From an optimization exercise on the open Yosys and OpenROAD flow, aimed at small area and a short achievable clock period; shortcuts taken in it are not production practice. Function was checked by simulation only, so behaviour that the tests miss may differ from the original. Power is estimated from default activity; no workload was simulated.

**flow/run.sh**
```bash
#!/bin/bash
# synth_recipe.tcl (not shown) runs the flow's synth.tcl, then flattens the netlist and writes it again
# the make line also repeats each setting of config.mk as NAME=value (left out here)
make -C /OpenROAD-flow-scripts/flow DESIGN_CONFIG=/design/flow/config.mk WORK_HOME=/design/flow/orfs CLKGATE_MAP_FILE= SYNTH_SCRIPT=/design/flow/synth_recipe.tcl finish
```
**flow/config.mk**
```make
export PLATFORM = sky130hd
export DESIGN_NAME = CentralProcessingUnit
export DESIGN_NICKNAME = CentralProcessingUnit
export VERILOG_FILES = /design/flow/design.v
export SDC_FILE = /design/flow/constraint.sdc
export NUM_CORES = 4
export LEC_CHECK = 0
export CAP_MARGIN = 20
export CORE_MARGIN = 2
export CORE_UTILIZATION = 40
export PLACE_DENSITY = 0.6
export SLEW_MARGIN = 20
```
**flow/constraint.sdc**
```tcl
create_clock -name core_clock -period 11.0 [get_ports {clock}]
set_input_delay 2.2000 -clock core_clock [delete_from_list [all_inputs] [get_ports {clock}]]
set_output_delay 2.2000 -clock core_clock [all_outputs]
set_load 0.01 [all_outputs]
```
**flow/design.v**
```verilog
module CentralProcessingUnit (
  input clock,
  input reset,
  input handInterruptSignalIn,
  input [15:0] IF_memory_read,
  output [15:0] IF_address,
  input [15:0] MEM_memory_read,
  output reg [1:0] MEM_memory_control,
  output reg [15:0] MEM_memory_address,
  output reg [15:0] MEM_target_value,
  output [175:0] register_value
);
localparam [15:0] NOP = 16'h0800;
reg [15:0] fetched;         
reg [15:0] inst;            
reg [15:0] pc;              
reg        inInt;          
reg [3:0]  istate;
reg [3:0]  iindex;
reg [3:0]  handCache;
reg [15:0] aluResult;       
reg        tFlag;
reg        tWriteEnable;
reg [15:0] dataAddress;     
reg [1:0]  dataControl;
reg [3:0]  target3;         
reg [3:0]  target4;         
reg [207:0] regs;           
wire [15:0] selected = inInt ? {8'hF8, istate, iindex} : fetched;
reg [3:0] fa, sa, ta;
reg [2:0] jc;
reg [3:0] decIndex;
reg       decInt, decIntJump;
wire [3:0] p1 = {1'b0, inst[10:8]};
wire [3:0] p2 = {1'b0, inst[7:5]};
wire [3:0] p3 = {1'b0, inst[4:2]};
always @(*) begin
  fa = 0; sa = 0; ta = 4'hf; jc = 0; decIndex = 0; decInt = 0; decIntJump = 0;
  case (inst[15:11])
    5'b01001: begin ta = p1; fa = p1; end                  
    5'b01000: begin ta = p2; fa = p1; end                  
    5'b00010: jc = 3'd1;                                   
    5'b00100: begin jc = 3'd2; fa = p1; end                
    5'b00101: begin jc = 3'd3; fa = p1; end                
    5'b01101: ta = p1;                                     
    5'b10011: begin ta = p2; fa = p1; end                  
    5'b11011: begin fa = p1; sa = p2; end                  
    5'b00000: begin ta = p1; sa = 4'd8; end                
    5'b01110: fa = p1;                                     
    5'b10010: begin ta = p1; sa = 4'd8; end                
    5'b11010: begin fa = p1; sa = 4'd8; end                
    5'b11111: case (inst[7:4])                             
      4'd0: begin decInt = 1; decIndex = inst[3:0]; end
      4'd1: ta = 4'd9;
      4'd2: begin ta = 4'd10; fa = 4'd8; end
      4'd3: ta = 4'd8;
      4'd4: begin fa = 4'd9; sa = 4'd8; end
      4'd5: sa = 4'd8;
      4'd6: begin fa = 4'd10; sa = 4'd8; end
      4'd7: begin decIntJump = 1; fa = 4'd11; end
      default: ;
    endcase
    5'b01100: case (inst[10:8])
      3'b000: jc = 3'd4;                                   
      3'b011: begin ta = 4'd8; sa = 4'd8; end              
      3'b100: begin ta = 4'd8; sa = p2; end                
      default: ;
    endcase
    5'b11101: case (inst[4:0])
      5'b01100: begin ta = p1; fa = p1; sa = p2; end       
      5'b01010: begin fa = p1; sa = p2; end                
      5'b01101: begin ta = p1; fa = p1; sa = p2; end       
      5'b01111: begin ta = p1; sa = p2; end                
      5'b00100: begin ta = p2; fa = p1; sa = p2; end       
      5'b00011: begin fa = p1; sa = p2; end                
      5'b00000: case (inst[7:5])
        3'b000: begin jc = 3'd5; fa = p1; end              
        3'b010: ta = p1;                                   
        3'b110: begin jc = 3'd6; ta = 4'd12; fa = p1; end  
        3'b001: begin jc = 3'd7; fa = 4'd12; end           
        default: ;
      endcase
      default: ;
    endcase
    5'b11110: case (inst[7:0])
      8'h00: begin ta = p1; fa = 4'd11; end                
      8'h01: begin ta = 4'd11; fa = p1; end                
      default: ;
    endcase
    5'b00110: case (inst[1:0])
      2'b00, 2'b11: begin ta = p1; sa = p2; end            
      default: ;
    endcase
    5'b11100: case (inst[1:0])
      2'b11, 2'b01: begin ta = p3; fa = p1; sa = p2; end   
      default: ;
    endcase
    default: ;
  endcase
end
wire [15:0] wbValue = MEM_memory_control[1] ? MEM_memory_read : MEM_target_value;
function [15:0] readReg(input [3:0] a, input [207:0] r);
  readReg = (a <= 12) ? r[a*16 +: 16] : 16'h0000;
endfunction
wire [15:0] rf1 = readReg(fa, regs);
wire [15:0] rf2 = readReg(sa, regs);
wire [15:0] op1 = (fa == target3) ? aluResult : (fa == target4) ? wbValue : rf1;
wire [15:0] op2 = (sa == target3) ? aluResult : (sa == target4) ? wbValue : rf2;
wire [15:0] imm8s  = {{8{inst[7]}}, inst[7:0]};
wire [15:0] imm11s = {{5{inst[10]}}, inst[10:0]};
reg jump;
always @(*) begin
  case (jc)
    3'd1: jump = 1;
    3'd2: jump = (op1 == 0);
    3'd3: jump = (op1 != 0);
    3'd4: jump = (tFlag == 0);
    3'd5: jump = 1;
    default: jump = 0;
  endcase
end
wire [15:0] branchTarget = pc + (jc == 3'd1 ? imm11s : imm8s);
wire [15:0] jumpTarget = (jc == 3'd5) ? op1 : branchTarget;
wire [15:0] nextPC = decIntJump ? op1 : (inInt ? pc : (jump ? jumpTarget : pc + 16'd1));
assign IF_address = nextPC;
wire [15:0] imm4s = {{12{inst[3]}}, inst[3:0]};
wire [15:0] imm8z = {8'h00, inst[7:0]};
wire [15:0] imm5s = {{11{inst[4]}}, inst[4:0]};
wire [3:0] shiftImm = inst[4:2] ? {1'b0, inst[4:2]} : 4'd8;
reg [15:0] aluNext;
reg tNext, tweNext;
always @(*) begin
  aluNext = aluResult; tNext = tFlag; tweNext = tWriteEnable;
  case (inst[15:11])
    5'b01001: aluNext = op1 + imm8s;
    5'b01000: aluNext = op1 + imm4s;
    5'b01101: aluNext = imm8z;
    5'b11011: aluNext = op2;
    5'b00000: aluNext = op2 + imm8s;
    5'b01110: begin if (tWriteEnable) tNext = op1 != imm8s; tweNext = 0; end
    5'b11010: aluNext = op1;
    5'b11111: case (inst[7:4])
      4'd1: aluNext = pc;
      4'd2, 4'd4, 4'd6: aluNext = op1;
      4'd3: aluNext = 16'hBF20;
      4'd5: aluNext = {12'h000, inst[3:0]};
      default: ;
    endcase
    5'b01100: case (inst[10:8])
      3'b011: aluNext = op2 + imm8s;
      3'b100: aluNext = op2;
      default: ;
    endcase
    5'b11101: case (inst[4:0])
      5'b01100: aluNext = op1 & op2;
      5'b01010: begin if (tWriteEnable) tNext = op1 != op2; tweNext = 0; end
      5'b01101: aluNext = op1 | op2;
      5'b01111: aluNext = ~op2;
      5'b00100: aluNext = op2 << op1;
      5'b00011: begin if (tWriteEnable) tNext = op1 < op2; tweNext = 0; end
      5'b00000: case (inst[7:5])
        3'b010, 3'b110: aluNext = pc;
        default: ;
      endcase
      default: ;
    endcase
    5'b11110: case (inst[7:0])
      8'h00, 8'h01: aluNext = op1;
      default: ;
    endcase
    5'b00110: case (inst[1:0])
      2'b00: aluNext = op2 << shiftImm;
      2'b11: aluNext = op2 >> shiftImm;
      default: ;
    endcase
    5'b11100: case (inst[1:0])
      2'b11: aluNext = op1 - op2;
      2'b01: aluNext = op1 + op2;
      default: ;
    endcase
    default: begin tweNext = 1; aluNext = 0; end
  endcase
end
reg [15:0] addrNext;
reg [1:0] ctlNext;
always @(*) begin
  addrNext = dataAddress; ctlNext = dataControl;
  case (inst[15:11])
    5'b10010: begin addrNext = op2 + imm8s; ctlNext = 2'b10; end
    5'b10011: begin addrNext = op1 + imm5s; ctlNext = 2'b10; end
    5'b11010: begin addrNext = op2 + imm8s; ctlNext = 2'b01; end
    5'b11011: begin addrNext = op1 + imm5s; ctlNext = 2'b01; end
    5'b11111: case (inst[7:4])
      4'd4: begin addrNext = op2; ctlNext = 2'b01; end
      4'd5: begin addrNext = op2 + 16'd1; ctlNext = 2'b01; end
      4'd6: begin addrNext = op2 + 16'd2; ctlNext = 2'b01; end
      default: ;
    endcase
    default: begin addrNext = 16'hFFFF; ctlNext = 2'b00; end
  endcase
end
wire handEdge = handCache[0] & handCache[1] & ~handCache[2] & ~handCache[3];
wire intRequest = handEdge | decInt;
always @(posedge clock or negedge reset) begin
  if (!reset) begin
    fetched <= NOP;
    inst <= NOP;
    pc <= 16'hFFFF;
    inInt <= 0;
    istate <= 4'd1;
    iindex <= 0;
    handCache <= 4'b1111;
    aluResult <= 0;
    tFlag <= 0;
    tWriteEnable <= 1;
    dataAddress <= 16'hFFFF;
    dataControl <= 0;
    target3 <= 0;
    target4 <= 0;
    MEM_memory_address <= 0;
    MEM_memory_control <= 0;
    MEM_target_value <= 0;
  end else begin
    fetched <= IF_memory_read;
    inst <= selected;
    pc <= nextPC;
    if (intRequest && !inInt && istate == 4'd1) begin
      iindex <= decIndex;
      inInt <= 1;
    end else if (istate < 4'd10 && inInt) begin
      istate <= istate + 4'd1;
    end else if (istate == 4'd10) begin
      istate <= 4'd1;
      inInt <= 0;
      iindex <= 0;
    end
    handCache <= {handInterruptSignalIn, handCache[3:1]};
    aluResult <= aluNext;
    tFlag <= tNext;
    tWriteEnable <= tweNext;
    dataAddress <= addrNext;
    dataControl <= ctlNext;
    target3 <= ta;
    target4 <= target3;
    MEM_memory_address <= dataAddress;
    MEM_memory_control <= dataControl;
    MEM_target_value <= aluResult;
  end
end
reg [207:0] regsNext;
integer k;
always @(*) begin
  regsNext = regs;
  for (k = 0; k <= 12; k = k + 1)
    if (target4 == k) regsNext[k*16 +: 16] = wbValue;
end
always @(posedge clock or negedge reset) begin
  if (!reset) regs <= 0;
  else regs <= regsNext;
end
assign register_value = {
  regsNext[0*16 +: 16], regsNext[1*16 +: 16], regsNext[2*16 +: 16], regsNext[3*16 +: 16],
  regsNext[4*16 +: 16], regsNext[5*16 +: 16], regsNext[6*16 +: 16], regsNext[7*16 +: 16],
  regsNext[8*16 +: 16], regsNext[9*16 +: 16], regsNext[10*16 +: 16]
};
endmodule
```
==> flow_summary_export.csv <==
group,metric,value,unit
critical_path,crit_chain,"inv_1 > ha_1 > nor4b_4 > nand4_1 > nand2_1 > buf_4 > a221oi_1 > a21oi_1 > or4_1 > nand2_1 > nor4_1 > o22a_1 > inv_1 > nand4_1 > nor2_4 > o211ai_4 > a21oi_2 > a222oi_1 > clkdlybuf4s50_1",
yosys,synth_most_common_cell,"nor2_1",
global_routing,grt_pass1_wl,198000,um
yosys,syn-num-nets,3484,
routing,wire_per_inst,31.5,um
power,powerDensity,287,nW/um^2
routing,first_pass_iters,12,
floorplan,dieArea,69900,um^2
sta,fin_skew,32.2,ps
sta,finalHoldViolCount,0,
yosys,seq_area_frac_synth,0.322,
critical_path,slowest_stage,"o22a_1",
yosys,synth_top_area_share,0.283,
power,fin_total_pwr,9.28,mW
routing,wl,138000,um
critical_path,cpPeakStageDelay,660,ps
floorplan,dieHeight,264,um
layout,fin_area,32300,um^2
sta,tns,0,ps
outcome,outcome,"no timing/DRC/antenna violations",
floorplan,io_pins,261,
layout,area_delta_synth_final,19.2,%
yosys,syn_avg_cell_area,8.14,um^2
critical_path,arrival,8430,ps
cts,clock_latency,600,ps
global_routing,track_usage,0.383,
critical_path,reg2reg_from,"inst[1]",
critical_path,rrSetupSlack,1670,ps
routing,postRouteAntennaNets,0,
sta,final_max_slew_viol_count,0,
global_routing,antenna_found_initial,4,
cts,cts_sinks,347,
cts,cts_root_buf,"clkbuf_16",
cts,cts_tree,"built",
floorplan,die_width,264,um
placed_design,placed_cell_area,30900,um^2
floorplan,rows,95,
cts,cts_buffers,42,
routing,vias_per_cell,6.76,
yosys,ys_types,103,
power,p_leak,13.1,nW
global_routing,overflow,0,
sta,clock.fmax,94.1,MHz
global_routing,grt_pass1_vias,27300,
yosys,syn-instance-count,3330,
sta,period_share,0.967,
cts,clk_path_buf_depth,3,
yosys,synth_area_leader_cell,"dfrtp_1",
sta,worst_pin_slew,1210,ps
yosys,netlist_top_cells_count,"nor2_1 (364), a21oi_1 (357), dfrtp_1 (307)",
critical_path,cp_max_fo,25,
yosys,synth-edff-count,0,
critical_path,worstSetupEndpointType,"output port",
layout,final_nets,3648,
cts,htree_levels,2,
critical_path,reg2reg_depth,27,
layout,drive_gt1_frac,0.110,
routing,drtIter0Drc,4341,
sta,finalSetupViolCount,0,
critical_path,required,8800,ps
floorplan,core_area,67200,um^2
floorplan,start_util,0.404,
cts,post_cts.repair.setup_buffers,0,
yosys,synth_area,27100,um^2
placed_design,portBuffers,260,
layout,multiInputGateArea,17100,um^2
critical_path,start_kind,"flop",
placed_design,routabilityCongestion,1.05,
routing,vias,29800,
yosys,synth_seq_cells,347,
sta,final.min_clock_period,10630,ps
sta,grt_setup_unrepaired,"false",
cts,clk_pin_slew_worst_paths,60,ps
yosys,synth-async-reset-ratio,1.00,
routing,drcViolationCount,0,
critical_path,cp-endpoint,"IF_address[2]",
layout,fillers,6510,
layout,seq_area,8740,um^2
job,cap_violations,0,
layout,fin_util,0.481,
min_path,hp-class,"reg2reg",
critical_path,path_class,"reg2out",
global_routing,grt_max_degree,145,
yosys,ys_top_cells_by_area,"dfrtp_1 (28%), a21oi_1 (6.6%), ha_1 (5.3%)",
critical_path,startpoint,"inst[1]",
placed_design,hpwl,104000,um
yosys,ys_dominant_reg_cell,"dfrtp_1",
yosys,synth_warnings,1,
power,ir_worst_vdd,0.215,mV
critical_path,r2r-end,"aluResult[13]",
sta,relSlewSlack,0.193,
==> cell usage in the layout, fill, tap and decap left out, drive strengths merged, types with 16 or more instances in the layout <==
cell / n
nor3: 68
a21oi: 358
a31oi: 47
nand2: 275
nor2b: 22
o21a: 27
dfrtp: 307
o221ai: 21
buf: 134
o211ai: 42
o22ai: 31
and3: 83
nor4: 32
clkdlybuf4s50: 259
xor2: 25
a311oi: 17
a22oi: 21
nand2b: 16
mux2i: 105
mux2: 39
or3: 21
nand4: 21
o21ai: 213
o21bai: 24
nor2: 367
nand3: 109
a2111oi: 25
a211oi: 83
xnor2: 69
clkbuf: 54
ha: 114
a21o: 31
a221oi: 33
dfstp: 40
inv: 97
==> metal layers <==
layer,global-route usage,part of all wire,routed length [um]
met5,0.00416,0.00050,69
met4,0.151,0.046,6350
met3,0.105,0.13,17700
met2,0.553,0.42,57600
met1,0.540,0.41,56800
==> where the power goes <==
group | leakage [nW] | internal [mW] | switching [mW] | total [mW]
sequential | 4.05 | 1.74 | 0.677 | 2.41
combinational | 8.32 | 2.15 | 3.26 | 5.41
clock | 0.699 | 0.851 | 0.603 | 1.45
total | 13.1 | 4.74 | 4.54 | 9.28
==> critical path, delay by kind of cell (launching register included) <==
family / cells / cell delay, ps
buf+inv: 4 / 1460
fa+ha+maj: 1 / 390
compound gates: 6 / 2240
flops: 1 / 500
simple gates: 8 / 3210
==> final cells by class <==
| cell class | instances | share of cell area |
|---|---|---|
| Multi-Input combinational cell | 2616 | 0.529 |
| Clock buffer | 54 | 0.0361 |
| Inverter | 94 | 0.0109 |
| Clock inverter | 21 | 0.00786 |
| Tap cell | 873 | 0.0338 |
| Antenna cell | 1 | 0.0000774 |
| Sequential cell | 347 | 0.270 |
| Timing Repair Buffer | 393 | 0.112 |
==> metrics by stage <==
step,setup WS (ps),hold WS (ps),cells
after detailed placement,1090,358,4323
after CTS,441,366,4398
after global routing,41.2,373,4398
after floorplan,3580,354,3330
final,368,365,4399
after global placement,1350,355,4323
==> timing repair <==
| item | CTS | global route |
|---|---|---|
| resized for setup | 0 | 1 |
| hold buffers | 0 | 0 |
| endpoints found under the setup margin | 0 | 1 |
==> logic make-up (layout without fill, tap and decap cells) <==
logic type	count (synthesis)	count (layout)	share of synthesized area
buffers and inverters	367	562	0.0540
flip-flops	347	347	0.322
AND/OR/NAND/NOR	1085	1085	0.189
other	0	1	0
XOR/XNOR	94	94	0.0304
AO/OA/AOI/OAI	1163	1163	0.284
multiplexers	155	155	0.0642
adder cells (fa/ha/maj)	119	119	0.0563
==> registers in the layout (all words and copies together) (netlist names) <==
register,cells
tWriteEnable,1
handCache,4
MEM_target_value,16
inst,16
MEM_memory_address,16
iindex,4
regs,208
target4,4
dataControl,2
inInt,1
pc,16
istate,4
MEM_memory_control,2
dataAddress,16
fetched,16
aluResult,16
tFlag,1
target3,4
==> how the worst min path moves through the flow <==
stage	slack, ps	from	cells after the start	endpoint
after floorplan	350	aluResult[6]	0	MEM_target_value[6]
after global placement	350	handCache[2]	0	handCache[1]
after detailed placement	360	handCache[2]	0	handCache[1]
after CTS	370	handCache[2]	0	handCache[1]
after global routing	370	handCache[1]	0	handCache[0]
final	360	handCache[2]	0	handCache[1]

afterwards: timing with drivers on the ports:
In the flow no input, the clock included, has a driving cell. The finished layout below was timed again as built, in two steps.
Step 1: set_driving_cell puts a clkbuf_16 on clock and a buf_2 on each other input, an assumption about the parent block.
Step 2, shift: input delay + t, output delay - t, t = (earliest + latest rising clock arrival at the registers) / 2. This alone moves slack from input paths to output paths.
Three values: ideal, step 1, step 2; two values: the first two.
t (ns): 0.649
setup slack, ns: 0.368 / 0.298 / 0.948
hold WS [ns]: 0.365 / 0.365 / 0.365
worst setup path after step 2: register to output
worst data-port slew with drivers (ns): 0.07
After both steps setup and hold are still met in this run. The setup slack of this run moves by -0.070 ns with the drivers and by +0.580 ns with both steps.
